Source: an optimization exercise on an open RTL-to-GDS flow (aim: small area, a short achievable clock period and few clock cycles per item). Production flows keep margins and buffers that such runs may drop. At most, simulation tests tie the RTL to the original design; equivalence was not proved. For run 2, only the layout was checked, not whether the RTL still works. Power and IR drop assume default switching activity.

==> flow/design.v, too long to show whole: its modules and the start of the top module <==
// module mul_core: 1471 lines
// module mul_fu: 96 lines
// module add_or_hold: 682 lines
// module fa_c: 4 lines
// module ha_c: 4 lines
// module oai22: 3 lines
// module xor2: 3 lines
// module xnor2: 3 lines
// module inv1: 3 lines
// module nand2c: 3 lines
// module nor2c: 3 lines
// module aoi21: 3 lines
// module oai21: 3 lines
// module gen_g: 3 lines
// module mux2c: 3 lines
// module mux2i: 3 lines
module mul_fu (
    input  logic        clk,
    input  logic        rst_n,
    input  logic        in_valid,
    input  logic [3:0]  in_ctrl,
    input  logic [31:0] in_a,
    input  logic [31:0] in_b,
    input  logic [6:0]  in_tag,
    output logic        in_ready,
    output logic        out_req,
    output logic [6:0]  out_tag,
    output logic [31:0] out_data,
    input  logic        out_grant
);
  // ...
==> flow/flow/run.sh <==
#!/bin/bash
# Standard ORFS layout (the standard.sh), with the port buffers made plain
# buffers (buf_2) instead of the delay buffer buffer_ports picks by default.
set -euo pipefail
bash standard.sh synth > synth.log 2>&1
bash standard.sh BUFFER_PORTS_ARGS="-buffer_cell sky130_fd_sc_hd__buf_2" finish > layout.log 2>&1
==> flow/standard.sh <==
#!/bin/bash
# synth_recipe.tcl (not shown) runs the flow's synth.tcl, then flattens the netlist and writes it again
# the make line also repeats each setting of config.mk as NAME=value (left out here)
make -C /OpenROAD-flow-scripts/flow DESIGN_CONFIG=/design/flow/config.mk WORK_HOME=/design/flow/orfs CLKGATE_MAP_FILE= SYNTH_SCRIPT=/design/flow/synth_recipe.tcl "${@:-finish}"
==> flow/config.mk <==
export PLATFORM = sky130hd
export DESIGN_NAME = mul_fu
export DESIGN_NICKNAME = mul_fu
export VERILOG_FILES = /design/flow/design.v
export SDC_FILE = /design/flow/constraint.sdc
export NUM_CORES = 4
export LEC_CHECK = 0
export ABC_CLOCK_PERIOD_IN_PS = 2500
export CAP_MARGIN = 30
export CORE_MARGIN = 2
export CORE_UTILIZATION = 60
export CTS_BUF_LIST = sky130_fd_sc_hd__clkbuf_4 sky130_fd_sc_hd__clkbuf_8
export SLEW_MARGIN = 50
export SYNTH_HIERARCHICAL = 1
export SYNTH_MINIMUM_KEEP_SIZE = 0
==> flow/constraint.sdc <==
create_clock -name core_clock -period 10.0 [get_ports {clk}]
set_input_delay 2.0000 -clock core_clock [delete_from_list [all_inputs] [get_ports {clk}]]
set_output_delay 2.0000 -clock core_clock [all_outputs]
set_load 0.01 [all_outputs]
==> metrics.md, run 1 <==
| Metric | Value |
|---|---|
| Setup Fix Bufs, Post-CTS | 0 |
| Worst Tran Pin Value | ~0.74 ns |
| Final #Nets | 2,096 |
| Unique masters post-synth | 34 |
| Post-Place Setup Slack | 6.48 ns |
| Outcome | timing/DRC/antenna clean |
| Final ANT Viol Nets | 0 |
| Power share of the clock group | ~14% |
| RSZ-0062 raised after global routing | no |
| Hold path depth | 0 |
| Placed cell area | 21,400 um2 |
| Ys flop type | edfxtp_1 |
| Crit path to | s2_mid[84] |
| Vias per cell | 6.24 |
| Final hold vios | 0 |
| R2R Setup Slk | 6.51 ns |
| Area leader, netlist | edfxtp_1 |
| Hold WC Path Type | reg -> reg |
| Worst Skew | 0.0209 ns |
| Die ar. | 36,600 um2 |
| P_sw | approximately 0.0035 W |
| EDFF count, synth | 230 |
| Period utilisation layout | 34.9% |
| Antenna Cells | 0 |
| RR Startpoint | s1_an[10] |
| Slew Limit Headroom | just over 50% |
| Worst Path Required | 10.35 ns |
| Adder-Cell Fraction of Synth Area | 22.0% |
Testbench counts, summed over its fixed seeds: cycles 2,374, items 2,048.
==> run 2, diff against run 1 <==
--- a/flow/design.v
+++ b/flow/design.v
@@ -62,6 +62,7 @@
     logic c10;
     logic s11;
     logic c11;
+    logic t12;
     logic s12;
     logic c12;
     logic s13;
@@ -70,6 +71,7 @@
     logic c14;
     logic s15;
     logic c15;
+    logic t16;
     logic s16;
     logic c16;
     logic s17;
@@ -78,6 +80,7 @@
     logic c18;
     logic s19;
     logic c19;
+    logic t20;
     logic s20;
     logic c20;
     logic s21;
@@ -88,6 +91,7 @@
     logic c23;
     logic s24;
     logic c24;
+    logic t25;
     logic s25;
     logic c25;
     logic s26;
@@ -106,6 +110,7 @@
     logic c32;
     logic s33;
     logic c33;
+    logic t34;
     logic s34;
     logic c34;
     logic s35;
@@ -114,8 +119,10 @@
     logic c36;
     logic s37;
     logic c37;
+    logic t38;
     logic s38;
     logic c38;
+    logic t39;
     logic s39;
     logic c39;
     logic s40;
@@ -126,6 +133,7 @@
     logic c42;
     logic s43;
     logic c43;
+    logic t44;
     logic s44;
     logic c44;
     logic s45;
@@ -150,6 +158,7 @@
     logic c54;
     logic s55;
     logic c55;
+    logic t56;
     logic s56;
     logic c56;
     logic s57;
@@ -162,6 +171,7 @@
     logic c60;
     logic s61;
     logic c61;
+    logic t62;
     logic s62;
     logic c62;
     logic s63;
@@ -174,6 +184,7 @@
     logic c66;
     logic s67;
     logic c67;
+    logic t68;
     logic s68;
     logic c68;
     logic s69;
@@ -188,6 +199,7 @@
     logic c73;
     logic s74;
     logic c74;
+    logic t75;
     logic s75;
     logic c75;
     logic s76;
@@ -204,6 +216,7 @@
     logic c81;
     logic s82;
     logic c82;
+    logic t83;
     logic s83;
     logic c83;
     logic s84;
@@ -220,6 +233,7 @@
     logic c89;
     logic s90;
     logic c90;
+    logic t91;
     logic s91;
     logic c91;
     logic s92;
@@ -236,8 +250,10 @@
     logic c97;
     logic s98;
     logic c98;
+    logic t99;
     logic s99;
     logic c99;
+    logic t100;
     logic s100;
     logic c100;
     logic s101;
@@ -254,8 +270,10 @@
     logic c106;
     logic s107;
     logic c107;
+    logic t108;
     logic s108;
     logic c108;
+    logic t109;
     logic s109;
     logic c109;
     logic s110;
@@ -274,8 +292,10 @@
     logic c116;
     logic s117;
     logic c117;
+    logic t118;
     logic s118;
     logic c118;
+    logic t119;
     logic s119;
     logic c119;
     logic s120;
@@ -294,8 +314,10 @@
     logic c126;
     logic s127;
     logic c127;
+    logic t128;
     logic s128;
     logic c128;
+    logic t129;
     logic s129;
     logic c129;
     logic s130;
@@ -316,8 +338,10 @@
     logic c137;
     logic s138;
     logic c138;
+    logic t139;
     logic s139;
     logic c139;
+    logic t140;
     logic s140;
     logic c140;
     logic s141;
@@ -336,10 +360,13 @@
     logic c147;
     logic s148;
     logic c148;
+    logic t149;
     logic s149;
     logic c149;
+    logic t150;
     logic s150;
     logic c150;
+    logic t151;
     logic s151;
     logic c151;
     logic s152;
@@ -360,10 +387,13 @@
     logic c159;
     logic s160;
     logic c160;
+    logic t161;
     logic s161;
     logic c161;
+    logic t162;
     logic s162;
     logic c162;
+    logic t163;
     logic s163;
     logic c163;
     logic s164;
@@ -384,10 +414,13 @@
     logic c171;
     logic s172;
     logic c172;
+    logic t173;
     logic s173;
     logic c173;
+    logic t174;
     logic s174;
     logic c174;
+    logic t175;
     logic s175;
     logic c175;
     logic s176;
@@ -410,10 +443,13 @@
     logic c184;
     logic s185;
     logic c185;
+    logic t186;
     logic s186;
     logic c186;
+    logic t187;
     logic s187;
     logic c187;
+    logic t188;
     logic s188;
     logic c188;
     logic s189;
@@ -434,94 +470,130 @@
     logic c196;
     logic s197;
     logic c197;
+    logic t198;
     logic s198;
     logic c198;
+    logic t199;
     logic s199;
     logic c199;
+    logic t200;
     logic s200;
     logic c200;
+    logic t201;
     logic s201;
     logic c201;
     logic s202;
     logic c202;
+    logic t203;
     logic s203;
     logic c203;
     logic s204;
     logic c204;
     logic s205;
     logic c205;
+    logic t206;
     logic s206;
     logic c206;
     logic s207;
     logic c207;
+    logic t208;
     logic s208;
     logic c208;
+    logic t209;
     logic s209;
     logic c209;
+    logic t210;
     logic s210;
     logic c210;
+    logic t211;
     logic s211;
     logic c211;
     logic s212;
     logic c212;
+    logic t213;
     logic s213;
     logic c213;
+    logic t214;
     logic s214;
     logic c214;
+    logic t215;
     logic s215;
     logic c215;
+    logic t216;
     logic s216;
     logic c216;
+    logic t217;
     logic s217;
     logic c217;
+    logic t218;
     logic s218;
     logic c218;
+    logic t219;
     logic s219;
     logic c219;
+    logic t220;
     logic s220;
     logic c220;
+    logic t221;
     logic s221;
     logic c221;
+    logic t222;
     logic s222;
     logic c222;
+    logic t223;
     logic s223;
     logic c223;
+    logic t224;
     logic s224;
     logic c224;
+    logic t225;
     logic s225;
     logic c225;
+    logic t226;
     logic s226;
     logic c226;
+    logic t227;
     logic s227;
     logic c227;
+    logic t228;
     logic s228;
     logic c228;
+    logic t229;
     logic s229;
     logic c229;
+    logic t230;
     logic s230;
     logic c230;
+    logic t231;
     logic s231;
     logic c231;
+    logic t232;
     logic s232;
     logic c232;
+    logic t233;
     logic s233;
     logic c233;
+    logic t234;
     logic s234;
     logic c234;
+    logic t235;
     logic s235;
     logic c235;
+    logic t236;
     logic s236;
     logic c236;
+    logic t237;
     logic s237;
     logic c237;
+    logic t238;
     logic s238;
     logic c238;
+    logic t239;
     logic s239;
     logic c239;
+    logic t240;
     logic s240;
     logic c240;
-    logic s241;
-    logic c241;
     assign sel0[0] = ~(onen[0] | an[0]);
     oai22 u_sel0_1 (.a(onen[0]), .b(an[1]), .c(twon[0]), .d(an[0]), .y(sel0[1]));
     oai22 u_sel0_2 (.a(onen[0]), .b(an[2]), .c(twon[0]), .d(an[1]), .y(sel0[2]));
@@ -1077,20 +1149,28 @@
     fa_c u_fa9 (.x(c5), .y(s8), .z(s7), .s(s9), .c(c9));
     fa_c u_fa10 (.x(pp0[7]), .y(pp1[5]), .z(pp2[3]), .s(s10), .c(c10));
     ha_c u_ha11 (.x(pp3[1]), .y(c8), .s(s11), .c(c11));
-    fa_c u_fa12 (.x(c7), .y(s10), .z(s11), .s(s12), .c(c12));
+    xor2 u_fx12 (.a(c7), .b(s10), .y(t12));
+    xor2 u_fs12 (.a(t12), .b(s11), .y(s12));
+    maj3 u_fm12 (.a(c7), .b(s10), .c(s11), .y(c12));
     fa_c u_fa13 (.x(neg[4]), .y(pp0[8]), .z(pp1[6]), .s(s13), .c(c13));
     fa_c u_fa14 (.x(pp2[4]), .y(pp3[2]), .z(pp4[0]), .s(s14), .c(c14));
     ha_c u_ha15 (.x(c10), .y(c11), .s(s15), .c(c15));
-    fa_c u_fa16 (.x(s13), .y(s14), .z(s15), .s(s16), .c(c16));
+    xor2 u_fx16 (.a(s13), .b(s14), .y(t16));
+    xor2 u_fs16 (.a(t16), .b(s15), .y(s16));
+    maj3 u_fm16 (.a(s13), .b(s14), .c(s15), .y(c16));
     fa_c u_fa17 (.x(pp0[9]), .y(pp1[7]), .z(pp2[5]), .s(s17), .c(c17));
     fa_c u_fa18 (.x(pp3[3]), .y(pp4[1]), .z(c13), .s(s18), .c(c18));
     ha_c u_ha19 (.x(c14), .y(s17), .s(s19), .c(c19));
-    fa_c u_fa20 (.x(c15), .y(s19), .z(s18), .s(s20), .c(c20));
+    xor2 u_fx20 (.a(c15), .b(s19), .y(t20));
+    xor2 u_fs20 (.a(t20), .b(s18), .y(s20));
+    maj3 u_fm20 (.a(c15), .b(s19), .c(s18), .y(c20));
     fa_c u_fa21 (.x(neg[5]), .y(pp0[10]), .z(pp1[8]), .s(s21), .c(c21));
     fa_c u_fa22 (.x(pp2[6]), .y(pp3[4]), .z(pp4[2]), .s(s22), .c(c22));
     fa_c u_fa23 (.x(pp5[0]), .y(c17), .z(s21), .s(s23), .c(c23));
     ha_c u_ha24 (.x(s22), .y(c19), .s(s24), .c(c24));
-    fa_c u_fa25 (.x(c18), .y(s23), .z(s24), .s(s25), .c(c25));
+    xor2 u_fx25 (.a(c18), .b(s23), .y(t25));
+    xor2 u_fs25 (.a(t25), .b(s24), .y(s25));
+    maj3 u_fm25 (.a(c18), .b(s23), .c(s24), .y(c25));
     fa_c u_fa26 (.x(pp0[11]), .y(pp1[9]), .z(pp2[7]), .s(s26), .c(c26));
     fa_c u_fa27 (.x(pp3[5]), .y(pp4[3]), .z(pp5[1]), .s(s27), .c(c27));
     fa_c u_fa28 (.x(c21), .y(c22), .z(s26), .s(s28), .c(c28));
@@ -1099,48 +1179,64 @@
     fa_c u_fa31 (.x(pp2[8]), .y(pp3[6]), .z(pp4[4]), .s(s31), .c(c31));
     fa_c u_fa32 (.x(pp5[2]), .y(pp6[0]), .z(c26), .s(s32), .c(c32));
     fa_c u_fa33 (.x(c27), .y(s30), .z(s31), .s(s33), .c(c33));
-    fa_c u_fa34 (.x(c28), .y(s32), .z(s33), .s(s34), .c(c34));
+    xor2 u_fx34 (.a(c28), .b(s32), .y(t34));
+    xor2 u_fs34 (.a(t34), .b(s33), .y(s34));
+    maj3 u_fm34 (.a(c28), .b(s32), .c(s33), .y(c34));
     fa_c u_fa35 (.x(pp0[13]), .y(pp1[11]), .z(pp2[9]), .s(s35), .c(c35));
     fa_c u_fa36 (.x(pp3[7]), .y(pp4[5]), .z(pp5[3]), .s(s36), .c(c36));
     fa_c u_fa37 (.x(pp6[1]), .y(c30), .z(c31), .s(s37), .c(c37));
-    fa_c u_fa38 (.x(s35), .y(s36), .z(c32), .s(s38), .c(c38));
-    fa_c u_fa39 (.x(neg[7]), .y(pp0[14]), .z(pp1[12]), .s(s39), .c(c39));
-    fa_c u_fa40 (.x(pp2[10]), .y(pp3[8]), .z(pp4[6]), .s(s40), .c(c40));
-    fa_c u_fa41 (.x(pp5[4]), .y(pp6[2]), .z(pp7[0]), .s(s41), .c(c41));
-    fa_c u_fa42 (.x(c35), .y(c36), .z(s39), .s(s42), .c(c42));
-    ha_c u_ha43 (.x(s40), .y(s41), .s(s43), .c(c43));
-    fa_c u_fa44 (.x(s43), .y(c37), .z(s42), .s(s44), .c(c44));
+    xor2 u_fx38 (.a(s35), .b(s36), .y(t38));
+    xor2 u_fs38 (.a(t38), .b(c32), .y(s38));
+    maj3 u_fm38 (.a(s35), .b(s36), .c(c32), .y(c38));
+    xor2 u_fx39 (.a(c33), .b(s37), .y(t39));
+    xor2 u_fs39 (.a(t39), .b(s38), .y(s39));
+    maj3 u_fm39 (.a(c33), .b(s37), .c(s38), .y(c39));
+    fa_c u_fa40 (.x(neg[7]), .y(pp0[14]), .z(pp1[12]), .s(s40), .c(c40));
+    fa_c u_fa41 (.x(pp2[10]), .y(pp3[8]), .z(pp4[6]), .s(s41), .c(c41));
+    fa_c u_fa42 (.x(pp5[4]), .y(pp6[2]), .z(pp7[0]), .s(s42), .c(c42));
+    fa_c u_fa43 (.x(c35), .y(c36), .z(s40), .s(s43), .c(c43));
+    xor2 u_fx44 (.a(s41), .b(s42), .y(t44));
+    xor2 u_fs44 (.a(t44), .b(c37), .y(s44));
+    maj3 u_fm44 (.a(s41), .b(s42), .c(c37), .y(c44));
     fa_c u_fa45 (.x(pp0[15]), .y(pp1[13]), .z(pp2[11]), .s(s45), .c(c45));
     fa_c u_fa46 (.x(pp3[9]), .y(pp4[7]), .z(pp5[5]), .s(s46), .c(c46));
-    fa_c u_fa47 (.x(pp6[3]), .y(pp7[1]), .z(c39), .s(s47), .c(c47));
-    fa_c u_fa48 (.x(c40), .y(c41), .z(s45), .s(s48), .c(c48));
-    fa_c u_fa49 (.x(s46), .y(c43), .z(c42), .s(s49), .c(c49));
+    fa_c u_fa47 (.x(pp6[3]), .y(pp7[1]), .z(c40), .s(s47), .c(c47));
+    fa_c u_fa48 (.x(c41), .y(c42), .z(s45), .s(s48), .c(c48));
+    ha_c u_ha49 (.x(s46), .y(c43), .s(s49), .c(c49));
     fa_c u_fa50 (.x(neg[8]), .y(pp0[16]), .z(pp1[14]), .s(s50), .c(c50));
     fa_c u_fa51 (.x(pp2[12]), .y(pp3[10]), .z(pp4[8]), .s(s51), .c(c51));
     fa_c u_fa52 (.x(pp5[6]), .y(pp6[4]), .z(pp7[2]), .s(s52), .c(c52));
     fa_c u_fa53 (.x(pp8[0]), .y(c45), .z(c46), .s(s53), .c(c53));
     fa_c u_fa54 (.x(s50), .y(s51), .z(s52), .s(s54), .c(c54));
     ha_c u_ha55 (.x(c47), .y(c48), .s(s55), .c(c55));
-    fa_c u_fa56 (.x(pp0[17]), .y(pp1[15]), .z(pp2[13]), .s(s56), .c(c56));
-    fa_c u_fa57 (.x(pp3[11]), .y(pp4[9]), .z(pp5[7]), .s(s57), .c(c57));
-    fa_c u_fa58 (.x(pp6[5]), .y(pp7[3]), .z(pp8[1]), .s(s58), .c(c58));
-    fa_c u_fa59 (.x(c50), .y(c51), .z(c52), .s(s59), .c(c59));
-    fa_c u_fa60 (.x(s56), .y(s57), .z(s58), .s(s60), .c(c60));
-    ha_c u_ha61 (.x(c53), .y(c54), .s(s61), .c(c61));
-    fa_c u_fa62 (.x(s59), .y(s60), .z(c55), .s(s62), .c(c62));
+    xor2 u_fx56 (.a(s53), .b(s54), .y(t56));
+    xor2 u_fs56 (.a(t56), .b(c49), .y(s56));
+    maj3 u_fm56 (.a(s53), .b(s54), .c(c49), .y(c56));
+    fa_c u_fa57 (.x(pp0[17]), .y(pp1[15]), .z(pp2[13]), .s(s57), .c(c57));
+    fa_c u_fa58 (.x(pp3[11]), .y(pp4[9]), .z(pp5[7]), .s(s58), .c(c58));
+    fa_c u_fa59 (.x(pp6[5]), .y(pp7[3]), .z(pp8[1]), .s(s59), .c(c59));
+    fa_c u_fa60 (.x(c50), .y(c51), .z(c52), .s(s60), .c(c60));
+    fa_c u_fa61 (.x(s57), .y(s58), .z(s59), .s(s61), .c(c61));
+    xor2 u_fx62 (.a(c53), .b(c54), .y(t62));
+    xor2 u_fs62 (.a(t62), .b(s60), .y(s62));
+    maj3 u_fm62 (.a(c53), .b(c54), .c(s60), .y(c62));
     fa_c u_fa63 (.x(neg[9]), .y(pp0[18]), .z(pp1[16]), .s(s63), .c(c63));
     fa_c u_fa64 (.x(pp2[14]), .y(pp3[12]), .z(pp4[10]), .s(s64), .c(c64));
     fa_c u_fa65 (.x(pp5[8]), .y(pp6[6]), .z(pp7[4]), .s(s65), .c(c65));
-    fa_c u_fa66 (.x(pp8[2]), .y(pp9[0]), .z(c56), .s(s66), .c(c66));
-    fa_c u_fa67 (.x(c57), .y(c58), .z(s63), .s(s67), .c(c67));
-    fa_c u_fa68 (.x(s64), .y(s65), .z(c59), .s(s68), .c(c68));
-    fa_c u_fa69 (.x(c60), .y(s66), .z(s67), .s(s69), .c(c69));
+    fa_c u_fa66 (.x(pp8[2]), .y(pp9[0]), .z(c57), .s(s66), .c(c66));
+    fa_c u_fa67 (.x(c58), .y(c59), .z(s63), .s(s67), .c(c67));
+    xor2 u_fx68 (.a(s64), .b(s65), .y(t68));
+    xor2 u_fs68 (.a(t68), .b(c60), .y(s68));
+    maj3 u_fm68 (.a(s64), .b(s65), .c(c60), .y(c68));
+    ha_c u_ha69 (.x(c61), .y(s66), .s(s69), .c(c69));
     fa_c u_fa70 (.x(pp0[19]), .y(pp1[17]), .z(pp2[15]), .s(s70), .c(c70));
     fa_c u_fa71 (.x(pp3[13]), .y(pp4[11]), .z(pp5[9]), .s(s71), .c(c71));
     fa_c u_fa72 (.x(pp6[7]), .y(pp7[5]), .z(pp8[3]), .s(s72), .c(c72));
     fa_c u_fa73 (.x(pp9[1]), .y(c63), .z(c64), .s(s73), .c(c73));
     fa_c u_fa74 (.x(c65), .y(s70), .z(s71), .s(s74), .c(c74));
-    fa_c u_fa75 (.x(s72), .y(c66), .z(c67), .s(s75), .c(c75));
+    xor2 u_fx75 (.a(s72), .b(c66), .y(t75));
+    xor2 u_fs75 (.a(t75), .b(c67), .y(s75));
+    maj3 u_fm75 (.a(s72), .b(c66), .c(c67), .y(c75));
     ha_c u_ha76 (.x(s73), .y(s74), .s(s76), .c(c76));
     fa_c u_fa77 (.x(neg[10]), .y(pp0[20]), .z(pp1[18]), .s(s77), .c(c77));
     fa_c u_fa78 (.x(pp2[16]), .y(pp3[14]), .z(pp4[12]), .s(s78), .c(c78));
@@ -1148,7 +1244,9 @@
     fa_c u_fa80 (.x(pp8[4]), .y(pp9[2]), .z(pp10[0]), .s(s80), .c(c80));
     fa_c u_fa81 (.x(c70), .y(c71), .z(c72), .s(s81), .c(c81));
     fa_c u_fa82 (.x(s77), .y(s78), .z(s79), .s(s82), .c(c82));
-    fa_c u_fa83 (.x(s80), .y(c73), .z(c74), .s(s83), .c(c83));
+    xor2 u_fx83 (.a(s80), .b(c73), .y(t83));
+    xor2 u_fs83 (.a(t83), .b(c74), .y(s83));
+    maj3 u_fm83 (.a(s80), .b(c73), .c(c74), .y(c83));
     ha_c u_ha84 (.x(s81), .y(s82), .s(s84), .c(c84));
     fa_c u_fa85 (.x(pp0[21]), .y(pp1[19]), .z(pp2[17]), .s(s85), .c(c85));
     fa_c u_fa86 (.x(pp3[15]), .y(pp4[13]), .z(pp5[11]), .s(s86), .c(c86));
@@ -1156,7 +1254,9 @@
     fa_c u_fa88 (.x(pp9[3]), .y(pp10[1]), .z(c77), .s(s88), .c(c88));
     fa_c u_fa89 (.x(c78), .y(c79), .z(c80), .s(s89), .c(c89));
     fa_c u_fa90 (.x(s85), .y(s86), .z(s87), .s(s90), .c(c90));
-    fa_c u_fa91 (.x(c81), .y(c82), .z(s88), .s(s91), .c(c91));
+    xor2 u_fx91 (.a(c81), .b(c82), .y(t91));
+    xor2 u_fs91 (.a(t91), .b(s88), .y(s91));
+    maj3 u_fm91 (.a(c81), .b(c82), .c(s88), .y(c91));
     ha_c u_ha92 (.x(s89), .y(s90), .s(s92), .c(c92));
     fa_c u_fa93 (.x(neg[11]), .y(pp0[22]), .z(pp1[20]), .s(s93), .c(c93));
     fa_c u_fa94 (.x(pp2[18]), .y(pp3[16]), .z(pp4[14]), .s(s94), .c(c94));
@@ -1164,18 +1264,26 @@
     fa_c u_fa96 (.x(pp8[6]), .y(pp9[4]), .z(pp10[2]), .s(s96), .c(c96));
     fa_c u_fa97 (.x(pp11[0]), .y(c85), .z(c86), .s(s97), .c(c97));
     fa_c u_fa98 (.x(c87), .y(s93), .z(s94), .s(s98), .c(c98));
-    fa_c u_fa99 (.x(s95), .y(s96), .z(c88), .s(s99), .c(c99));
-    fa_c u_fa100 (.x(c89), .y(c90), .z(s97), .s(s100), .c(c100));
-    ha_c u_ha101 (.x(s98), .y(c92), .s(s101), .c(c101));
+    xor2 u_fx99 (.a(s95), .b(s96), .y(t99));
+    xor2 u_fs99 (.a(t99), .b(c88), .y(s99));
+    maj3 u_fm99 (.a(s95), .b(s96), .c(c88), .y(c99));
+    xor2 u_fx100 (.a(c89), .b(c90), .y(t100));
+    xor2 u_fs100 (.a(t100), .b(s97), .y(s100));
+    maj3 u_fm100 (.a(c89), .b(c90), .c(s97), .y(c100));
+    ha_c u_ha101 (.x(s98), .y(s99), .s(s101), .c(c101));
     fa_c u_fa102 (.x(pp0[23]), .y(pp1[21]), .z(pp2[19]), .s(s102), .c(c102));
     fa_c u_fa103 (.x(pp3[17]), .y(pp4[15]), .z(pp5[13]), .s(s103), .c(c103));
     fa_c u_fa104 (.x(pp6[11]), .y(pp7[9]), .z(pp8[7]), .s(s104), .c(c104));
     fa_c u_fa105 (.x(pp9[5]), .y(pp10[3]), .z(pp11[1]), .s(s105), .c(c105));
     fa_c u_fa106 (.x(c93), .y(c94), .z(c95), .s(s106), .c(c106));
     fa_c u_fa107 (.x(c96), .y(s102), .z(s103), .s(s107), .c(c107));
-    fa_c u_fa108 (.x(s104), .y(s105), .z(c97), .s(s108), .c(c108));
-    fa_c u_fa109 (.x(c98), .y(s106), .z(s107), .s(s109), .c(c109));
-    ha_c u_ha110 (.x(c99), .y(c100), .s(s110), .c(c110));
+    xor2 u_fx108 (.a(s104), .b(s105), .y(t108));
+    xor2 u_fs108 (.a(t108), .b(c97), .y(s108));
+    maj3 u_fm108 (.a(s104), .b(s105), .c(c97), .y(c108));
+    xor2 u_fx109 (.a(c98), .b(s106), .y(t109));
+    xor2 u_fs109 (.a(t109), .b(s107), .y(s109));
+    maj3 u_fm109 (.a(c98), .b(s106), .c(s107), .y(c109));
+    ha_c u_ha110 (.x(s108), .y(c99), .s(s110), .c(c110));
     fa_c u_fa111 (.x(neg[12]), .y(pp0[24]), .z(pp1[22]), .s(s111), .c(c111));
     fa_c u_fa112 (.x(pp2[20]), .y(pp3[18]), .z(pp4[16]), .s(s112), .c(c112));
     fa_c u_fa113 (.x(pp5[14]), .y(pp6[12]), .z(pp7[10]), .s(s113), .c(c113));
@@ -1183,9 +1291,13 @@
     fa_c u_fa115 (.x(pp11[2]), .y(pp12[0]), .z(c102), .s(s115), .c(c115));
     fa_c u_fa116 (.x(c103), .y(c104), .z(c105), .s(s116), .c(c116));
     fa_c u_fa117 (.x(s111), .y(s112), .z(s113), .s(s117), .c(c117));
-    fa_c u_fa118 (.x(s114), .y(c106), .z(c107), .s(s118), .c(c118));
-    fa_c u_fa119 (.x(s115), .y(s116), .z(s117), .s(s119), .c(c119));
-    ha_c u_ha120 (.x(c108), .y(c109), .s(s120), .c(c120));
+    xor2 u_fx118 (.a(s114), .b(c106), .y(t118));
+    xor2 u_fs118 (.a(t118), .b(c107), .y(s118));
+    maj3 u_fm118 (.a(s114), .b(c106), .c(c107), .y(c118));
+    xor2 u_fx119 (.a(s115), .b(s116), .y(t119));
+    xor2 u_fs119 (.a(t119), .b(s117), .y(s119));
+    maj3 u_fm119 (.a(s115), .b(s116), .c(s117), .y(c119));
+    ha_c u_ha120 (.x(c108), .y(s118), .s(s120), .c(c120));
     fa_c u_fa121 (.x(pp0[25]), .y(pp1[23]), .z(pp2[21]), .s(s121), .c(c121));
     fa_c u_fa122 (.x(pp3[19]), .y(pp4[17]), .z(pp5[15]), .s(s122), .c(c122));
     fa_c u_fa123 (.x(pp6[13]), .y(pp7[11]), .z(pp8[9]), .s(s123), .c(c123));
@@ -1193,9 +1305,13 @@
     fa_c u_fa125 (.x(pp12[1]), .y(c111), .z(c112), .s(s125), .c(c125));
     fa_c u_fa126 (.x(c113), .y(c114), .z(s121), .s(s126), .c(c126));
     fa_c u_fa127 (.x(s122), .y(s123), .z(s124), .s(s127), .c(c127));
-    fa_c u_fa128 (.x(c115), .y(c116), .z(c117), .s(s128), .c(c128));
-    fa_c u_fa129 (.x(s125), .y(s126), .z(s127), .s(s129), .c(c129));
-    ha_c u_ha130 (.x(c118), .y(c119), .s(s130), .c(c130));
+    xor2 u_fx128 (.a(c115), .b(c116), .y(t128));
+    xor2 u_fs128 (.a(t128), .b(c117), .y(s128));
+    maj3 u_fm128 (.a(c115), .b(c116), .c(c117), .y(c128));
+    xor2 u_fx129 (.a(s125), .b(s126), .y(t129));
+    xor2 u_fs129 (.a(t129), .b(s127), .y(s129));
+    maj3 u_fm129 (.a(s125), .b(s126), .c(s127), .y(c129));
+    ha_c u_ha130 (.x(c118), .y(s128), .s(s130), .c(c130));
     fa_c u_fa131 (.x(neg[13]), .y(pp0[26]), .z(pp1[24]), .s(s131), .c(c131));
     fa_c u_fa132 (.x(pp2[22]), .y(pp3[20]), .z(pp4[18]), .s(s132), .c(c132));
     fa_c u_fa133 (.x(pp5[16]), .y(pp6[14]), .z(pp7[12]), .s(s133), .c(c133));
@@ -1204,8 +1320,12 @@
     fa_c u_fa136 (.x(c121), .y(c122), .z(c123), .s(s136), .c(c136));
     fa_c u_fa137 (.x(c124), .y(s131), .z(s132), .s(s137), .c(c137));
     fa_c u_fa138 (.x(s133), .y(s134), .z(s135), .s(s138), .c(c138));
-    fa_c u_fa139 (.x(c125), .y(c126), .z(c127), .s(s139), .c(c139));
-    fa_c u_fa140 (.x(s136), .y(s137), .z(s138), .s(s140), .c(c140));
+    xor2 u_fx139 (.a(c125), .b(c126), .y(t139));
+    xor2 u_fs139 (.a(t139), .b(c127), .y(s139));
+    maj3 u_fm139 (.a(c125), .b(c126), .c(c127), .y(c139));
+    xor2 u_fx140 (.a(s136), .b(s137), .y(t140));
+    xor2 u_fs140 (.a(t140), .b(s138), .y(s140));
+    maj3 u_fm140 (.a(s136), .b(s137), .c(s138), .y(c140));
     ha_c u_ha141 (.x(c128), .y(c129), .s(s141), .c(c141));
     fa_c u_fa142 (.x(pp0[27]), .y(pp1[25]), .z(pp2[23]), .s(s142), .c(c142));
     fa_c u_fa143 (.x(pp3[21]), .y(pp4[19]), .z(pp5[17]), .s(s143), .c(c143));
@@ -1214,10 +1334,16 @@
     fa_c u_fa146 (.x(pp12[3]), .y(pp13[1]), .z(c131), .s(s146), .c(c146));
     fa_c u_fa147 (.x(c132), .y(c133), .z(c134), .s(s147), .c(c147));
     fa_c u_fa148 (.x(c135), .y(s142), .z(s143), .s(s148), .c(c148));
-    fa_c u_fa149 (.x(s144), .y(s145), .z(c136), .s(s149), .c(c149));
-    fa_c u_fa150 (.x(c137), .y(c138), .z(s146), .s(s150), .c(c150));
-    fa_c u_fa151 (.x(s147), .y(s148), .z(c139), .s(s151), .c(c151));
-    ha_c u_ha152 (.x(s149), .y(c140), .s(s152), .c(c152));
+    xor2 u_fx149 (.a(s144), .b(s145), .y(t149));
+    xor2 u_fs149 (.a(t149), .b(c136), .y(s149));
+    maj3 u_fm149 (.a(s144), .b(s145), .c(c136), .y(c149));
+    xor2 u_fx150 (.a(c137), .b(c138), .y(t150));
+    xor2 u_fs150 (.a(t150), .b(s146), .y(s150));
+    maj3 u_fm150 (.a(c137), .b(c138), .c(s146), .y(c150));
+    xor2 u_fx151 (.a(s147), .b(s148), .y(t151));
+    xor2 u_fs151 (.a(t151), .b(s149), .y(s151));
+    maj3 u_fm151 (.a(s147), .b(s148), .c(s149), .y(c151));
+    ha_c u_ha152 (.x(c139), .y(c140), .s(s152), .c(c152));
     fa_c u_fa153 (.x(neg[14]), .y(pp0[28]), .z(pp1[26]), .s(s153), .c(c153));
     fa_c u_fa154 (.x(pp2[24]), .y(pp3[22]), .z(pp4[20]), .s(s154), .c(c154));
     fa_c u_fa155 (.x(pp5[18]), .y(pp6[16]), .z(pp7[14]), .s(s155), .c(c155));
@@ -1226,9 +1352,15 @@
     fa_c u_fa158 (.x(pp14[0]), .y(c142), .z(c143), .s(s158), .c(c158));
     fa_c u_fa159 (.x(c144), .y(c145), .z(s153), .s(s159), .c(c159));
     fa_c u_fa160 (.x(s154), .y(s155), .z(s156), .s(s160), .c(c160));
-    fa_c u_fa161 (.x(s157), .y(c146), .z(c147), .s(s161), .c(c161));
-    fa_c u_fa162 (.x(c148), .y(s158), .z(s159), .s(s162), .c(c162));
-    fa_c u_fa163 (.x(s160), .y(c149), .z(c150), .s(s163), .c(c163));
+    xor2 u_fx161 (.a(s157), .b(c146), .y(t161));
+    xor2 u_fs161 (.a(t161), .b(c147), .y(s161));
+    maj3 u_fm161 (.a(s157), .b(c146), .c(c147), .y(c161));
+    xor2 u_fx162 (.a(c148), .b(s158), .y(t162));
+    xor2 u_fs162 (.a(t162), .b(s159), .y(s162));
+    maj3 u_fm162 (.a(c148), .b(s158), .c(s159), .y(c162));
+    xor2 u_fx163 (.a(s160), .b(c149), .y(t163));
+    xor2 u_fs163 (.a(t163), .b(c150), .y(s163));
+    maj3 u_fm163 (.a(s160), .b(c149), .c(c150), .y(c163));
     ha_c u_ha164 (.x(s161), .y(s162), .s(s164), .c(c164));
     fa_c u_fa165 (.x(pp0[29]), .y(pp1[27]), .z(pp2[25]), .s(s165), .c(c165));
     fa_c u_fa166 (.x(pp3[23]), .y(pp4[21]), .z(pp5[19]), .s(s166), .c(c166));
@@ -1238,10 +1370,16 @@
     fa_c u_fa170 (.x(c153), .y(c154), .z(c155), .s(s170), .c(c170));
     fa_c u_fa171 (.x(c156), .y(c157), .z(s165), .s(s171), .c(c171));
     fa_c u_fa172 (.x(s166), .y(s167), .z(s168), .s(s172), .c(c172));
-    fa_c u_fa173 (.x(s169), .y(c158), .z(c159), .s(s173), .c(c173));
-    fa_c u_fa174 (.x(c160), .y(s170), .z(s171), .s(s174), .c(c174));
-    fa_c u_fa175 (.x(s172), .y(c161), .z(c162), .s(s175), .c(c175));
-    ha_c u_ha176 (.x(s173), .y(s174), .s(s176), .c(c176));
+    xor2 u_fx173 (.a(s169), .b(c158), .y(t173));
+    xor2 u_fs173 (.a(t173), .b(c159), .y(s173));
+    maj3 u_fm173 (.a(s169), .b(c158), .c(c159), .y(c173));
+    xor2 u_fx174 (.a(c160), .b(s170), .y(t174));
+    xor2 u_fs174 (.a(t174), .b(s171), .y(s174));
+    maj3 u_fm174 (.a(c160), .b(s170), .c(s171), .y(c174));
+    xor2 u_fx175 (.a(s172), .b(c161), .y(t175));
+    xor2 u_fs175 (.a(t175), .b(s173), .y(s175));
+    maj3 u_fm175 (.a(s172), .b(c161), .c(s173), .y(c175));
+    ha_c u_ha176 (.x(c162), .y(s174), .s(s176), .c(c176));
     fa_c u_fa177 (.x(neg[15]), .y(pp0[30]), .z(pp1[28]), .s(s177), .c(c177));
     fa_c u_fa178 (.x(pp2[26]), .y(pp3[24]), .z(pp4[22]), .s(s178), .c(c178));
     fa_c u_fa179 (.x(pp5[20]), .y(pp6[18]), .z(pp7[16]), .s(s179), .c(c179));
@@ -1251,9 +1389,15 @@
     fa_c u_fa183 (.x(c166), .y(c167), .z(c168), .s(s183), .c(c183));
     fa_c u_fa184 (.x(c169), .y(s177), .z(s178), .s(s184), .c(c184));
     fa_c u_fa185 (.x(s179), .y(s180), .z(s181), .s(s185), .c(c185));
-    fa_c u_fa186 (.x(c170), .y(c171), .z(c172), .s(s186), .c(c186));
-    fa_c u_fa187 (.x(s182), .y(s183), .z(s184), .s(s187), .c(c187));
-    fa_c u_fa188 (.x(s185), .y(c173), .z(c174), .s(s188), .c(c188));
+    xor2 u_fx186 (.a(c170), .b(c171), .y(t186));
+    xor2 u_fs186 (.a(t186), .b(c172), .y(s186));
+    maj3 u_fm186 (.a(c170), .b(c171), .c(c172), .y(c186));
+    xor2 u_fx187 (.a(s182), .b(s183), .y(t187));
+    xor2 u_fs187 (.a(t187), .b(s184), .y(s187));
+    maj3 u_fm187 (.a(s182), .b(s183), .c(s184), .y(c187));
+    xor2 u_fx188 (.a(s185), .b(c173), .y(t188));
+    xor2 u_fs188 (.a(t188), .b(c174), .y(s188));
+    maj3 u_fm188 (.a(s185), .b(c173), .c(c174), .y(c188));
     ha_c u_ha189 (.x(s186), .y(s187), .s(s189), .c(c189));
     fa_c u_fa190 (.x(pp0[31]), .y(pp1[29]), .z(pp2[27]), .s(s190), .c(c190));
     fa_c u_fa191 (.x(pp3[25]), .y(pp4[23]), .z(pp5[21]), .s(s191), .c(c191));
@@ -1263,10 +1407,18 @@
     fa_c u_fa195 (.x(pp15[1]), .y(c177), .z(c178), .s(s195), .c(c195));
     fa_c u_fa196 (.x(c179), .y(c180), .z(c181), .s(s196), .c(c196));
     fa_c u_fa197 (.x(s190), .y(s191), .z(s192), .s(s197), .c(c197));
-    fa_c u_fa198 (.x(s193), .y(s194), .z(c182), .s(s198), .c(c198));
-    fa_c u_fa199 (.x(c183), .y(c184), .z(c185), .s(s199), .c(c199));
-    fa_c u_fa200 (.x(s195), .y(s196), .z(s197), .s(s200), .c(c200));
-    fa_c u_fa201 (.x(c186), .y(s198), .z(c187), .s(s201), .c(c201));
+    xor2 u_fx198 (.a(s193), .b(s194), .y(t198));
+    xor2 u_fs198 (.a(t198), .b(c182), .y(s198));
+    maj3 u_fm198 (.a(s193), .b(s194), .c(c182), .y(c198));
+    xor2 u_fx199 (.a(c183), .b(c184), .y(t199));
+    xor2 u_fs199 (.a(t199), .b(c185), .y(s199));
+    maj3 u_fm199 (.a(c183), .b(c184), .c(c185), .y(c199));
+    xor2 u_fx200 (.a(s195), .b(s196), .y(t200));
+    xor2 u_fs200 (.a(t200), .b(s197), .y(s200));
+    maj3 u_fm200 (.a(s195), .b(s196), .c(s197), .y(c200));
+    xor2 u_fx201 (.a(s198), .b(c186), .y(t201));
+    xor2 u_fs201 (.a(t201), .b(c187), .y(s201));
+    maj3 u_fm201 (.a(s198), .b(c186), .c(c187), .y(c201));
     ha_c u_ha202 (.x(s199), .y(s200), .s(s202), .c(c202));
     assign mid_d[0] = neg[0];
     assign mid_d[1] = pp0[0];
@@ -1279,8 +1431,8 @@
     assign mid_d[8] = s6;
     assign mid_d[9] = c6;
     assign mid_d[10] = s9;
-    assign mid_d[11] = c9;
-    assign mid_d[12] = s12;
+    assign mid_d[11] = s12;
+    assign mid_d[12] = c9;
     assign mid_d[13] = c12;
     assign mid_d[14] = s16;
     assign mid_d[15] = c16;
@@ -1293,51 +1445,51 @@
     assign mid_d[22] = c25;
     assign mid_d[23] = c29;
     assign mid_d[24] = s34;
-    assign mid_d[25] = c33;
-    assign mid_d[26] = s37;
-    assign mid_d[27] = s38;
-    assign mid_d[28] = c34;
+    assign mid_d[25] = c34;
+    assign mid_d[26] = s39;
+    assign mid_d[27] = s43;
+    assign mid_d[28] = s44;
     assign mid_d[29] = c38;
-    assign mid_d[30] = s44;
+    assign mid_d[30] = c39;
     assign mid_d[31] = s47;
     assign mid_d[32] = s48;
     assign mid_d[33] = c44;
     assign mid_d[34] = s49;
-    assign mid_d[35] = s53;
-    assign mid_d[36] = s54;
-    assign mid_d[37] = s55;
-    assign mid_d[38] = c49;
-    assign mid_d[39] = s61;
-    assign mid_d[40] = s62;
-    assign mid_d[41] = c61;
+    assign mid_d[35] = s55;
+    assign mid_d[36] = s56;
+    assign mid_d[37] = s61;
+    assign mid_d[38] = c55;
+    assign mid_d[39] = s62;
+    assign mid_d[40] = c56;
+    assign mid_d[41] = s67;
     assign mid_d[42] = s68;
-    assign mid_d[43] = s69;
-    assign mid_d[44] = c62;
-    assign mid_d[45] = s76;
+    assign mid_d[43] = c62;
+    assign mid_d[44] = s69;
+    assign mid_d[45] = c69;
     assign mid_d[46] = c68;
-    assign mid_d[47] = c69;
-    assign mid_d[48] = s75;
+    assign mid_d[47] = s75;
+    assign mid_d[48] = s76;
     assign mid_d[49] = c76;
-    assign mid_d[50] = s84;
-    assign mid_d[51] = c75;
-    assign mid_d[52] = s83;
+    assign mid_d[50] = c75;
+    assign mid_d[51] = s83;
+    assign mid_d[52] = s84;
     assign mid_d[53] = c84;
-    assign mid_d[54] = s92;
-    assign mid_d[55] = c83;
-    assign mid_d[56] = s91;
-    assign mid_d[57] = c91;
-    assign mid_d[58] = s99;
+    assign mid_d[54] = c83;
+    assign mid_d[55] = s91;
+    assign mid_d[56] = s92;
+    assign mid_d[57] = c92;
+    assign mid_d[58] = c91;
     assign mid_d[59] = s100;
     assign mid_d[60] = s101;
-    assign mid_d[61] = s108;
-    assign mid_d[62] = c101;
-    assign mid_d[63] = s109;
+    assign mid_d[61] = c100;
+    assign mid_d[62] = s109;
+    assign mid_d[63] = c101;
     assign mid_d[64] = s110;
-    assign mid_d[65] = s118;
+    assign mid_d[65] = c109;
     assign mid_d[66] = s119;
     assign mid_d[67] = c110;
     assign mid_d[68] = s120;
-    assign mid_d[69] = s128;
+    assign mid_d[69] = c119;
     assign mid_d[70] = s129;
     assign mid_d[71] = c120;
     assign mid_d[72] = s130;
@@ -1346,64 +1498,131 @@
     assign mid_d[75] = c130;
     assign mid_d[76] = s141;
     assign mid_d[77] = s150;
-    assign mid_d[78] = c141;
-    assign mid_d[79] = s152;
-    assign mid_d[80] = s151;
-    assign mid_d[81] = c152;
-    assign mid_d[82] = s164;
-    assign mid_d[83] = c151;
-    assign mid_d[84] = s163;
+    assign mid_d[78] = s151;
+    assign mid_d[79] = c141;
+    assign mid_d[80] = s152;
+    assign mid_d[81] = c151;
+    assign mid_d[82] = c152;
+    assign mid_d[83] = s163;
+    assign mid_d[84] = s164;
     assign mid_d[85] = c164;
-    assign mid_d[86] = s176;
-    assign mid_d[87] = c163;
-    assign mid_d[88] = s175;
+    assign mid_d[86] = c163;
+    assign mid_d[87] = s175;
+    assign mid_d[88] = s176;
     assign mid_d[89] = c176;
-    assign mid_d[90] = s189;
-    assign mid_d[91] = c175;
-    assign mid_d[92] = s188;
+    assign mid_d[90] = c175;
+    assign mid_d[91] = s188;
+    assign mid_d[92] = s189;
     assign mid_d[93] = c189;
-    assign mid_d[94] = s202;
-    assign mid_d[95] = c188;
-    assign mid_d[96] = s201;
-    ha_c u_ha203 (.x(mid_q[19]), .y(mid_q[20]), .s(s203), .c(c203));
-    ha_c u_ha204 (.x(mid_q[25]), .y(mid_q[26]), .s(s204), .c(c204));
-    ha_c u_ha205 (.x(mid_q[31]), .y(mid_q[32]), .s(s205), .c(c205));
-    fa_c u_fa206 (.x(mid_q[35]), .y(mid_q[36]), .z(mid_q[37]), .s(s206), .c(c206));
-    ha_c u_ha207 (.x(mid_q[41]), .y(mid_q[42]), .s(s207), .c(c207));
-    fa_c u_fa208 (.x(mid_q[45]), .y(mid_q[46]), .z(mid_q[47]), .s(s208), .c(c208));
-    fa_c u_fa209 (.x(mid_q[49]), .y(mid_q[50]), .z(mid_q[51]), .s(s209), .c(c209));
-    fa_c u_fa210 (.x(mid_q[53]), .y(mid_q[54]), .z(mid_q[55]), .s(s210), .c(c210));
-    fa_c u_fa211 (.x(mid_q[57]), .y(mid_q[58]), .z(mid_q[59]), .s(s211), .c(c211));
-    fa_c u_fa212 (.x(mid_q[61]), .y(mid_q[62]), .z(mid_q[63]), .s(s212), .c(c212));
-    fa_c u_fa213 (.x(mid_q[65]), .y(mid_q[66]), .z(mid_q[67]), .s(s213), .c(c213));
-    fa_c u_fa214 (.x(mid_q[69]), .y(mid_q[70]), .z(mid_q[71]), .s(s214), .c(c214));
-    fa_c u_fa215 (.x(mid_q[73]), .y(mid_q[74]), .z(mid_q[75]), .s(s215), .c(c215));
-    fa_c u_fa216 (.x(mid_q[77]), .y(mid_q[78]), .z(mid_q[79]), .s(s216), .c(c216));
-    fa_c u_fa217 (.x(mid_q[81]), .y(mid_q[82]), .z(mid_q[83]), .s(s217), .c(c217));
-    fa_c u_fa218 (.x(mid_q[85]), .y(mid_q[86]), .z(mid_q[87]), .s(s218), .c(c218));
-    fa_c u_fa219 (.x(mid_q[89]), .y(mid_q[90]), .z(mid_q[91]), .s(s219), .c(c219));
-    fa_c u_fa220 (.x(mid_q[93]), .y(mid_q[94]), .z(mid_q[95]), .s(s220), .c(c220));
-    ha_c u_ha221 (.x(mid_q[21]), .y(mid_q[22]), .s(s221), .c(c221));
-    fa_c u_fa222 (.x(c203), .y(mid_q[23]), .z(mid_q[24]), .s(s222), .c(c222));
-    fa_c u_fa223 (.x(mid_q[27]), .y(mid_q[28]), .z(s204), .s(s223), .c(c223));
-    fa_c u_fa224 (.x(c204), .y(mid_q[29]), .z(mid_q[30]), .s(s224), .c(c224));
-    fa_c u_fa225 (.x(mid_q[33]), .y(mid_q[34]), .z(s205), .s(s225), .c(c225));
-    fa_c u_fa226 (.x(c205), .y(mid_q[38]), .z(s206), .s(s226), .c(c226));
-    fa_c u_fa227 (.x(c206), .y(mid_q[39]), .z(mid_q[40]), .s(s227), .c(c227));
-    fa_c u_fa228 (.x(mid_q[43]), .y(mid_q[44]), .z(s207), .s(s228), .c(c228));
-    fa_c u_fa229 (.x(c207), .y(mid_q[48]), .z(s208), .s(s229), .c(c229));
-    fa_c u_fa230 (.x(c208), .y(mid_q[52]), .z(s209), .s(s230), .c(c230));
-    fa_c u_fa231 (.x(c209), .y(mid_q[56]), .z(s210), .s(s231), .c(c231));
-    fa_c u_fa232 (.x(c210), .y(mid_q[60]), .z(s211), .s(s232), .c(c232));
-    fa_c u_fa233 (.x(c211), .y(mid_q[64]), .z(s212), .s(s233), .c(c233));
-    fa_c u_fa234 (.x(c212), .y(mid_q[68]), .z(s213), .s(s234), .c(c234));
-    fa_c u_fa235 (.x(c213), .y(mid_q[72]), .z(s214), .s(s235), .c(c235));
-    fa_c u_fa236 (.x(c214), .y(mid_q[76]), .z(s215), .s(s236), .c(c236));
-    fa_c u_fa237 (.x(c215), .y(mid_q[80]), .z(s216), .s(s237), .c(c237));
-    fa_c u_fa238 (.x(c216), .y(mid_q[84]), .z(s217), .s(s238), .c(c238));
-    fa_c u_fa239 (.x(c217), .y(mid_q[88]), .z(s218), .s(s239), .c(c239));
-    fa_c u_fa240 (.x(c218), .y(mid_q[92]), .z(s219), .s(s240), .c(c240));
-    fa_c u_fa241 (.x(c219), .y(mid_q[96]), .z(s220), .s(s241), .c(c241));
+    assign mid_d[94] = c188;
+    assign mid_d[95] = s201;
+    assign mid_d[96] = s202;
+    xor2 u_fx203 (.a(mid_q[19]), .b(mid_q[20]), .y(t203));
+    xor2 u_fs203 (.a(t203), .b(mid_q[21]), .y(s203));
+    maj3 u_fm203 (.a(mid_q[19]), .b(mid_q[20]), .c(mid_q[21]), .y(c203));
+    ha_c u_ha204 (.x(mid_q[23]), .y(mid_q[24]), .s(s204), .c(c204));
+    ha_c u_ha205 (.x(mid_q[25]), .y(mid_q[26]), .s(s205), .c(c205));
+    xor2 u_fx206 (.a(mid_q[27]), .b(mid_q[28]), .y(t206));
+    xor2 u_fs206 (.a(t206), .b(mid_q[29]), .y(s206));
+    maj3 u_fm206 (.a(mid_q[27]), .b(mid_q[28]), .c(mid_q[29]), .y(c206));
+    ha_c u_ha207 (.x(mid_q[30]), .y(c205), .s(s207), .c(c207));
+    xor2 u_fx208 (.a(mid_q[31]), .b(mid_q[32]), .y(t208));
+    xor2 u_fs208 (.a(t208), .b(mid_q[33]), .y(s208));
+    maj3 u_fm208 (.a(mid_q[31]), .b(mid_q[32]), .c(mid_q[33]), .y(c208));
+    xor2 u_fx209 (.a(mid_q[34]), .b(c206), .y(t209));
+    xor2 u_fs209 (.a(t209), .b(s208), .y(s209));
+    maj3 u_fm209 (.a(mid_q[34]), .b(c206), .c(s208), .y(c209));
+    xor2 u_fx210 (.a(mid_q[35]), .b(mid_q[36]), .y(t210));
+    xor2 u_fs210 (.a(t210), .b(c208), .y(s210));
+    maj3 u_fm210 (.a(mid_q[35]), .b(mid_q[36]), .c(c208), .y(c210));
+    xor2 u_fx211 (.a(mid_q[37]), .b(mid_q[38]), .y(t211));
+    xor2 u_fs211 (.a(t211), .b(mid_q[39]), .y(s211));
+    maj3 u_fm211 (.a(mid_q[37]), .b(mid_q[38]), .c(mid_q[39]), .y(c211));
+    ha_c u_ha212 (.x(mid_q[40]), .y(s211), .s(s212), .c(c212));
+    xor2 u_fx213 (.a(mid_q[41]), .b(mid_q[42]), .y(t213));
+    xor2 u_fs213 (.a(t213), .b(mid_q[43]), .y(s213));
+    maj3 u_fm213 (.a(mid_q[41]), .b(mid_q[42]), .c(mid_q[43]), .y(c213));
+    xor2 u_fx214 (.a(mid_q[44]), .b(c211), .y(t214));
+    xor2 u_fs214 (.a(t214), .b(s213), .y(s214));
+    maj3 u_fm214 (.a(mid_q[44]), .b(c211), .c(s213), .y(c214));
+    xor2 u_fx215 (.a(mid_q[45]), .b(mid_q[46]), .y(t215));
+    xor2 u_fs215 (.a(t215), .b(mid_q[47]), .y(s215));
+    maj3 u_fm215 (.a(mid_q[45]), .b(mid_q[46]), .c(mid_q[47]), .y(c215));
+    xor2 u_fx216 (.a(mid_q[48]), .b(c213), .y(t216));
+    xor2 u_fs216 (.a(t216), .b(s215), .y(s216));
+    maj3 u_fm216 (.a(mid_q[48]), .b(c213), .c(s215), .y(c216));
+    xor2 u_fx217 (.a(mid_q[49]), .b(mid_q[50]), .y(t217));
+    xor2 u_fs217 (.a(t217), .b(mid_q[51]), .y(s217));
+    maj3 u_fm217 (.a(mid_q[49]), .b(mid_q[50]), .c(mid_q[51]), .y(c217));
+    xor2 u_fx218 (.a(mid_q[52]), .b(c215), .y(t218));
+    xor2 u_fs218 (.a(t218), .b(s217), .y(s218));
+    maj3 u_fm218 (.a(mid_q[52]), .b(c215), .c(s217), .y(c218));
+    xor2 u_fx219 (.a(mid_q[53]), .b(mid_q[54]), .y(t219));
+    xor2 u_fs219 (.a(t219), .b(mid_q[55]), .y(s219));
+    maj3 u_fm219 (.a(mid_q[53]), .b(mid_q[54]), .c(mid_q[55]), .y(c219));
+    xor2 u_fx220 (.a(mid_q[56]), .b(c217), .y(t220));
+    xor2 u_fs220 (.a(t220), .b(s219), .y(s220));
+    maj3 u_fm220 (.a(mid_q[56]), .b(c217), .c(s219), .y(c220));
+    xor2 u_fx221 (.a(mid_q[57]), .b(mid_q[58]), .y(t221));
+    xor2 u_fs221 (.a(t221), .b(mid_q[59]), .y(s221));
+    maj3 u_fm221 (.a(mid_q[57]), .b(mid_q[58]), .c(mid_q[59]), .y(c221));
+    xor2 u_fx222 (.a(mid_q[60]), .b(c219), .y(t222));
+    xor2 u_fs222 (.a(t222), .b(s221), .y(s222));
+    maj3 u_fm222 (.a(mid_q[60]), .b(c219), .c(s221), .y(c222));
+    xor2 u_fx223 (.a(mid_q[61]), .b(mid_q[62]), .y(t223));
+    xor2 u_fs223 (.a(t223), .b(mid_q[63]), .y(s223));
+    maj3 u_fm223 (.a(mid_q[61]), .b(mid_q[62]), .c(mid_q[63]), .y(c223));
+    xor2 u_fx224 (.a(mid_q[64]), .b(c221), .y(t224));
+    xor2 u_fs224 (.a(t224), .b(s223), .y(s224));
+    maj3 u_fm224 (.a(mid_q[64]), .b(c221), .c(s223), .y(c224));
+    xor2 u_fx225 (.a(mid_q[65]), .b(mid_q[66]), .y(t225));
+    xor2 u_fs225 (.a(t225), .b(mid_q[67]), .y(s225));
+    maj3 u_fm225 (.a(mid_q[65]), .b(mid_q[66]), .c(mid_q[67]), .y(c225));
+    xor2 u_fx226 (.a(mid_q[68]), .b(c223), .y(t226));
+    xor2 u_fs226 (.a(t226), .b(s225), .y(s226));
+    maj3 u_fm226 (.a(mid_q[68]), .b(c223), .c(s225), .y(c226));
+    xor2 u_fx227 (.a(mid_q[69]), .b(mid_q[70]), .y(t227));
+    xor2 u_fs227 (.a(t227), .b(mid_q[71]), .y(s227));
+    maj3 u_fm227 (.a(mid_q[69]), .b(mid_q[70]), .c(mid_q[71]), .y(c227));
+    xor2 u_fx228 (.a(mid_q[72]), .b(c225), .y(t228));
+    xor2 u_fs228 (.a(t228), .b(s227), .y(s228));
+    maj3 u_fm228 (.a(mid_q[72]), .b(c225), .c(s227), .y(c228));
+    xor2 u_fx229 (.a(mid_q[73]), .b(mid_q[74]), .y(t229));
+    xor2 u_fs229 (.a(t229), .b(mid_q[75]), .y(s229));
+    maj3 u_fm229 (.a(mid_q[73]), .b(mid_q[74]), .c(mid_q[75]), .y(c229));
+    xor2 u_fx230 (.a(mid_q[76]), .b(c227), .y(t230));
+    xor2 u_fs230 (.a(t230), .b(s229), .y(s230));
+    maj3 u_fm230 (.a(mid_q[76]), .b(c227), .c(s229), .y(c230));
+    xor2 u_fx231 (.a(mid_q[77]), .b(mid_q[78]), .y(t231));
+    xor2 u_fs231 (.a(t231), .b(mid_q[79]), .y(s231));
+    maj3 u_fm231 (.a(mid_q[77]), .b(mid_q[78]), .c(mid_q[79]), .y(c231));
+    xor2 u_fx232 (.a(mid_q[80]), .b(c229), .y(t232));
+    xor2 u_fs232 (.a(t232), .b(s231), .y(s232));
+    maj3 u_fm232 (.a(mid_q[80]), .b(c229), .c(s231), .y(c232));
+    xor2 u_fx233 (.a(mid_q[81]), .b(mid_q[82]), .y(t233));
+    xor2 u_fs233 (.a(t233), .b(mid_q[83]), .y(s233));
+    maj3 u_fm233 (.a(mid_q[81]), .b(mid_q[82]), .c(mid_q[83]), .y(c233));
+    xor2 u_fx234 (.a(mid_q[84]), .b(c231), .y(t234));
+    xor2 u_fs234 (.a(t234), .b(s233), .y(s234));
+    maj3 u_fm234 (.a(mid_q[84]), .b(c231), .c(s233), .y(c234));
+    xor2 u_fx235 (.a(mid_q[85]), .b(mid_q[86]), .y(t235));
+    xor2 u_fs235 (.a(t235), .b(mid_q[87]), .y(s235));
+    maj3 u_fm235 (.a(mid_q[85]), .b(mid_q[86]), .c(mid_q[87]), .y(c235));
+    xor2 u_fx236 (.a(mid_q[88]), .b(c233), .y(t236));
+    xor2 u_fs236 (.a(t236), .b(s235), .y(s236));
+    maj3 u_fm236 (.a(mid_q[88]), .b(c233), .c(s235), .y(c236));
+    xor2 u_fx237 (.a(mid_q[89]), .b(mid_q[90]), .y(t237));
+    xor2 u_fs237 (.a(t237), .b(mid_q[91]), .y(s237));
+    maj3 u_fm237 (.a(mid_q[89]), .b(mid_q[90]), .c(mid_q[91]), .y(c237));
+    xor2 u_fx238 (.a(mid_q[92]), .b(c235), .y(t238));
+    xor2 u_fs238 (.a(t238), .b(s237), .y(s238));
+    maj3 u_fm238 (.a(mid_q[92]), .b(c235), .c(s237), .y(c238));
+    xor2 u_fx239 (.a(mid_q[93]), .b(mid_q[94]), .y(t239));
+    xor2 u_fs239 (.a(t239), .b(mid_q[95]), .y(s239));
+    maj3 u_fm239 (.a(mid_q[93]), .b(mid_q[94]), .c(mid_q[95]), .y(c239));
+    xor2 u_fx240 (.a(mid_q[96]), .b(c237), .y(t240));
+    xor2 u_fs240 (.a(t240), .b(s239), .y(s240));
+    maj3 u_fm240 (.a(mid_q[96]), .b(c237), .c(s239), .y(c240));
     assign row0[0] = mid_q[0];
     assign row1[0] = mid_q[1];
     assign row0[1] = mid_q[2];
@@ -1426,48 +1645,48 @@
     assign row1[9] = mid_q[16];
     assign row0[10] = mid_q[17];
     assign row1[10] = mid_q[18];
-    assign row0[11] = s203;
-    assign row1[11] = s221;
-    assign row0[12] = c221;
-    assign row1[12] = s222;
-    assign row0[13] = c222;
-    assign row1[13] = s223;
-    assign row0[14] = c223;
-    assign row1[14] = s224;
-    assign row0[15] = c224;
-    assign row1[15] = s225;
-    assign row0[16] = c225;
-    assign row1[16] = s226;
-    assign row0[17] = c226;
-    assign row1[17] = s227;
-    assign row0[18] = c227;
-    assign row1[18] = s228;
-    assign row0[19] = c228;
-    assign row1[19] = s229;
-    assign row0[20] = c229;
-    assign row1[20] = s230;
-    assign row0[21] = c230;
-    assign row1[21] = s231;
-    assign row0[22] = c231;
-    assign row1[22] = s232;
-    assign row0[23] = c232;
-    assign row1[23] = s233;
-    assign row0[24] = c233;
-    assign row1[24] = s234;
-    assign row0[25] = c234;
-    assign row1[25] = s235;
-    assign row0[26] = c235;
-    assign row1[26] = s236;
-    assign row0[27] = c236;
-    assign row1[27] = s237;
-    assign row0[28] = c237;
-    assign row1[28] = s238;
-    assign row0[29] = c238;
-    assign row1[29] = s239;
-    assign row0[30] = c239;
-    assign row1[30] = s240;
-    assign row0[31] = c240;
-    assign row1[31] = s241;
+    assign row0[11] = mid_q[22];
+    assign row1[11] = s203;
+    assign row0[12] = c203;
+    assign row1[12] = s204;
+    assign row0[13] = c204;
+    assign row1[13] = s205;
+    assign row0[14] = s206;
+    assign row1[14] = s207;
+    assign row0[15] = c207;
+    assign row1[15] = s209;
+    assign row0[16] = s210;
+    assign row1[16] = c209;
+    assign row0[17] = c210;
+    assign row1[17] = s212;
+    assign row0[18] = c212;
+    assign row1[18] = s214;
+    assign row0[19] = c214;
+    assign row1[19] = s216;
+    assign row0[20] = c216;
+    assign row1[20] = s218;
+    assign row0[21] = c218;
+    assign row1[21] = s220;
+    assign row0[22] = c220;
+    assign row1[22] = s222;
+    assign row0[23] = c222;
+    assign row1[23] = s224;
+    assign row0[24] = c224;
+    assign row1[24] = s226;
+    assign row0[25] = c226;
+    assign row1[25] = s228;
+    assign row0[26] = c228;
+    assign row1[26] = s230;
+    assign row0[27] = c230;
+    assign row1[27] = s232;
+    assign row0[28] = c232;
+    assign row1[28] = s234;
+    assign row0[29] = c234;
+    assign row1[29] = s236;
+    assign row0[30] = c236;
+    assign row1[30] = s238;
+    assign row0[31] = c238;
+    assign row1[31] = s240;
 endmodule
 module mul_fu (
     input  logic        clk,
@@ -2251,6 +2470,9 @@
     assign s = x ^ y ^ z;
     assign c = (x & y) | (x & z) | (y & z);
 endmodule
+module maj3 (input logic a, b, c, output logic y);
+    assign y = (a & b) | (a & c) | (b & c);
+endmodule
 module ha_c (input logic x, y, output logic s, c);
     assign s = x ^ y;
     assign c = x & y;
==> run 2 against run 1 <==
Effect of this change: still clean on timing, DRC and antenna; flip-flop and latch count did not move; die area rose by 2.6%; setup slack improved by 0.15 ns; sequential power rose by 2%; combinational power rose by 5.7%; via count rose by 6.2%; clock power barely moved; critical path type unchanged.
==> metrics.md, run 2 <==
| Metric | Value |
|---|---|
| Busiest layer in global routing | met2 (unchanged) |
| Layout cells sized above 1 | 20.8% (was 18.9%) |
| GR Util met2 | 46.9% (was 46.7%) |
| Hold path depth | 0 (unchanged) |
| Number of DRC markers in iteration 0 | 1,418 (was 1,488) |
| Worst Tran Pin Value | 0.774 ns (was 0.738 ns) |
| Final #Nets | 2,162 (was 2,096) |
| Avg Cell Area, Syn | 11.6 um2 (was 12.3 um2) |
| Die ar. | 37,600 um2 (was 36,600 um2) |
| 1st-pass router iterations | 5 (was 6) |
| Initial antenna violation count | 0 (unchanged) |
| Min cycle time layout | 3.33 ns (was 3.49 ns) |
| Pin count of the biggest net entering global routing | 89 (was 79) |
| Antenna Cells | 0 (unchanged) |
| Cells taking the most area after synthesis | edfxtp_1 (32%), xor2_1 (19%), fa_1 (13%) (was edfxtp_1 (33%), fa_1 (20%), xor2_1 (13%)) |
| RSZ-0062 raised after global routing | no (unchanged) |
| EDFF count, synth | 230 (unchanged) |
| Power Dens Cells | 347 nW/um2 (was 343 nW/um2) |
| Critical setup path kind | reg -> reg (unchanged) |
| Outcome | timing/DRC/antenna clean (unchanged) |
| Top Ports | 120 (unchanged) |
| Clock transition at path regs | 0.06 ns (about the same) |
| Final hold vios | 0 (unchanged) |
| FF+latch count, synth | 278 (unchanged) |
| Core area | 35,600 um2 (was 34,500 um2) |
| Unique masters post-synth | 35 (was 34) |
| CTS tree | yes (unchanged) |
| Biggest register | s2_mid (unchanged) |
| Fmax | 300 MHz (was 287 MHz) |
| GR Util met3 | 5.24% (was 6.94%) |
| Period utilisation layout | 33.3% (was 34.9%) |
| Largest stage delay, worst path | 0.84 ns (was 0.61 ns) |
| Worst R2R Path Depth | 7 (unchanged) |
| Most frequent cell after synthesis | xor2_1 (unchanged) |
| Max-cap violation count | 0 (unchanged) |
| CTS Hold Buffers Added | 0 (unchanged) |
| Vias post-DR | 15,000 (was 14,100) |
| TritonCTS Sinks | 278 (unchanged) |
| Synth cell count leaders | xor2_1 (472), o22ai_1 (256), edfxtp_1 (230) (was xor2_1 (324), o22ai_1 (256), edfxtp_1 (230)) |
| Yosys top cell area share | 31.9% (was 32.8%) |
| Hold WC Path Type | reg -> reg (unchanged) |
| Port bufs | 119 (unchanged) |
| Slew Limit Headroom | 48.4% (was 50.8%) |
| Area leader, netlist | edfxtp_1 (unchanged) |
| Final setup violation count | 0 (unchanged) |
| Setup Fix Bufs, Post-CTS | 0 (unchanged) |
| DRC errors left | 0 (unchanged) |
| CP bufs+invs | 0 (was 1) |
| CTS Buf Count | 47 (was 46) |
| Gr usage total | 29.4% (was 30.1%) |
| Ys flop type | edfxtp_1 (unchanged) |
| Worst-Skew Late Latency | 0.63 ns (about the same) |
| Worst Path Required | 10.35 ns (about the same) |
| Post-layout power | 0.00798 W (was 0.00769 W) |
| Die height | 194 um (was 191 um) |
| Cells along the critical path | o22ai_1, xor2_1, fa_1, fa_1, xor2_1, xor2_1, ha_1 (was buf_4, o22ai_1, xor2_1, fa_1, fa_1, fa_1, fa_1) |
| Worst setup EP type | register (unchanged) |
| Yosys Warn Count | 7 (unchanged) |
| Async SR Flop Fraction | 0% (unchanged) |
| First-pass GRT wire length | 85,900 um (was 83,100 um) |
| Sequential area share after synthesis | 36.4% (was 37.3%) |
| Max FFs per register | 97 (unchanged) |
| CTS root buf | clkbuf_8 (unchanged) |
| Worst Path Arrival | 3.68 ns (was 3.84 ns) |
| Worst-path cell with the longest stage delay | edfxtp_1 (unchanged) |
| Most common cell after layout, fill and taps aside | xor2_1 (unchanged) |
| Die extent in x | 194 um (was 191 um) |
| Final ANT Viol Nets | 0 (unchanged) |
| Worst Skew | 0.0301 ns (was 0.0209 ns) |
| Maximum fanout along the worst path | 14 (was 12) |
| Vias per cell | 6.22 (was 6.24) |
==> run 2: per-module statistics from Yosys, one instance, submodules excluded, excerpt <==
module  cells  flip-flops and latches  times used  cell area [um2]
nor2c       1                       0          42             3.75
mul_fu    417                     278           1             8750
nand2c      1                       0          52             3.75
oai21       1                       0          52             5.00
aoi21       1                       0          72             8.76
gen_g       1                       0          31             8.76
fa_c        1                       0         138             20.0
mux2i       1                       0          31             10.0
maj3        1                       0          68             11.3
==> run 2: worst paths after layout <==
check / startpoint / slack (ns) / endpoint
max: s1_an[18] / 6.67 / s2_mid[84]
min: s1_tag[6] / 0.42 / s2_tag[6]
max reg2reg: s1_an[18] / 6.67 / s2_mid[84]
min reg2reg: s1_tag[6] / 0.42 / s2_tag[6]
==> run 2: final cells by class <==
cell class              count  area [um2]
inverters                  15        56.3
flip-flops and latches    278        7870
multi-input cells        1401       12500
clock buffers              62         785
well taps                 461         577
clock inverters            25         183
repair buffers            171        1040
fillers                  2817       12600
==> run 2: cells by family (layout without fill, tap and decap cells) <==
logic type / Yosys count / in the layout / synth area share, %
muxes: 41 / 41 / 1.97
DFF: 278 / 278 / 36.4
adders and majority gates: 237 / 237 / 18.1
xor gates and xnor gates: 498 / 498 / 20.2
other: 1 / 3 / 0.0173
and+or+nand+nor: 218 / 218 / 5.12
AOI/OAI and AO/OA: 404 / 404 / 12.1
buffers and inverters: 182 / 273 / 6.15
==> run 2: stage by stage <==
stage               area, um2  utilization [%]  cells  setup slack [ns]  hold WS [ns]
floorplan               21600                -   1861              4.88         0.400
finish                  23000             64.6   2413              6.67         0.422
global placement        21800             61.3   2307              6.74         0.400
global route            23000             64.6   2413              6.66         0.433
CTS                     22900             64.4   2407              6.76         0.420
detailed placement      21900             61.7   2320              6.80         0.406
==> run 2: layer usage <==
metal | vias up | part of all wire, %
met5 | - | 0
met4 | 0 | 4.1
met3 | 169 | 7.9
met2 | 812 | 46
met1 | 7329 | 42
li1 | 6697 | -
==> run 2: worst reg2reg max path, stage by stage (launching register included) <==
cell,delay (ns)
edfxtp_1,0.84
o22ai_1,0.21
xor2_1,0.23
fa_1,0.49
fa_1,0.56
xor2_1,0.19
xor2_1,0.27
ha_1,0.29
==> run 2: where the power goes <==
group          total, W  leakage, nW  internal [W]  switching [W]
logic           0.00483         5.86       0.00175        0.00308
clock network   0.00104        0.510      0.000569       0.000475
registers       0.00211         2.76       0.00191       0.000200
total           0.00798         9.13       0.00423        0.00376

## separate check: timing with driven ports
In the flow no input, the clock included, has a driving cell. The finished layouts below were timed again as built, in two steps.
Step 1, drivers: a clkbuf_16 drives clk and a buf_2 each remaining input, both assumed.
Step 2 also shifts input and output timing later by t, the mid clock arrival at the registers, as if the neighbouring blocks saw the same clock.
a / b / c = ideal / step 1 / step 2; a / b = the first two.
| run | t (ns) | slack for setup (ns) | slew at the worst register clock pin (ns) | worst slew at a driven data input, ns | pins driven straight from the clock port |
|---|---|---|---|---|---|
| run 1 | 0.675 | 6.513 / 6.513 / 6.513 | 0.07 / 0.07 | 0.03 | 1 |
| run 2 | 0.670 | 6.667 / 6.667 / 6.667 | 0.07 / 0.07 | 0.04 | 1 |
After both steps setup and hold are still met in every run listed.
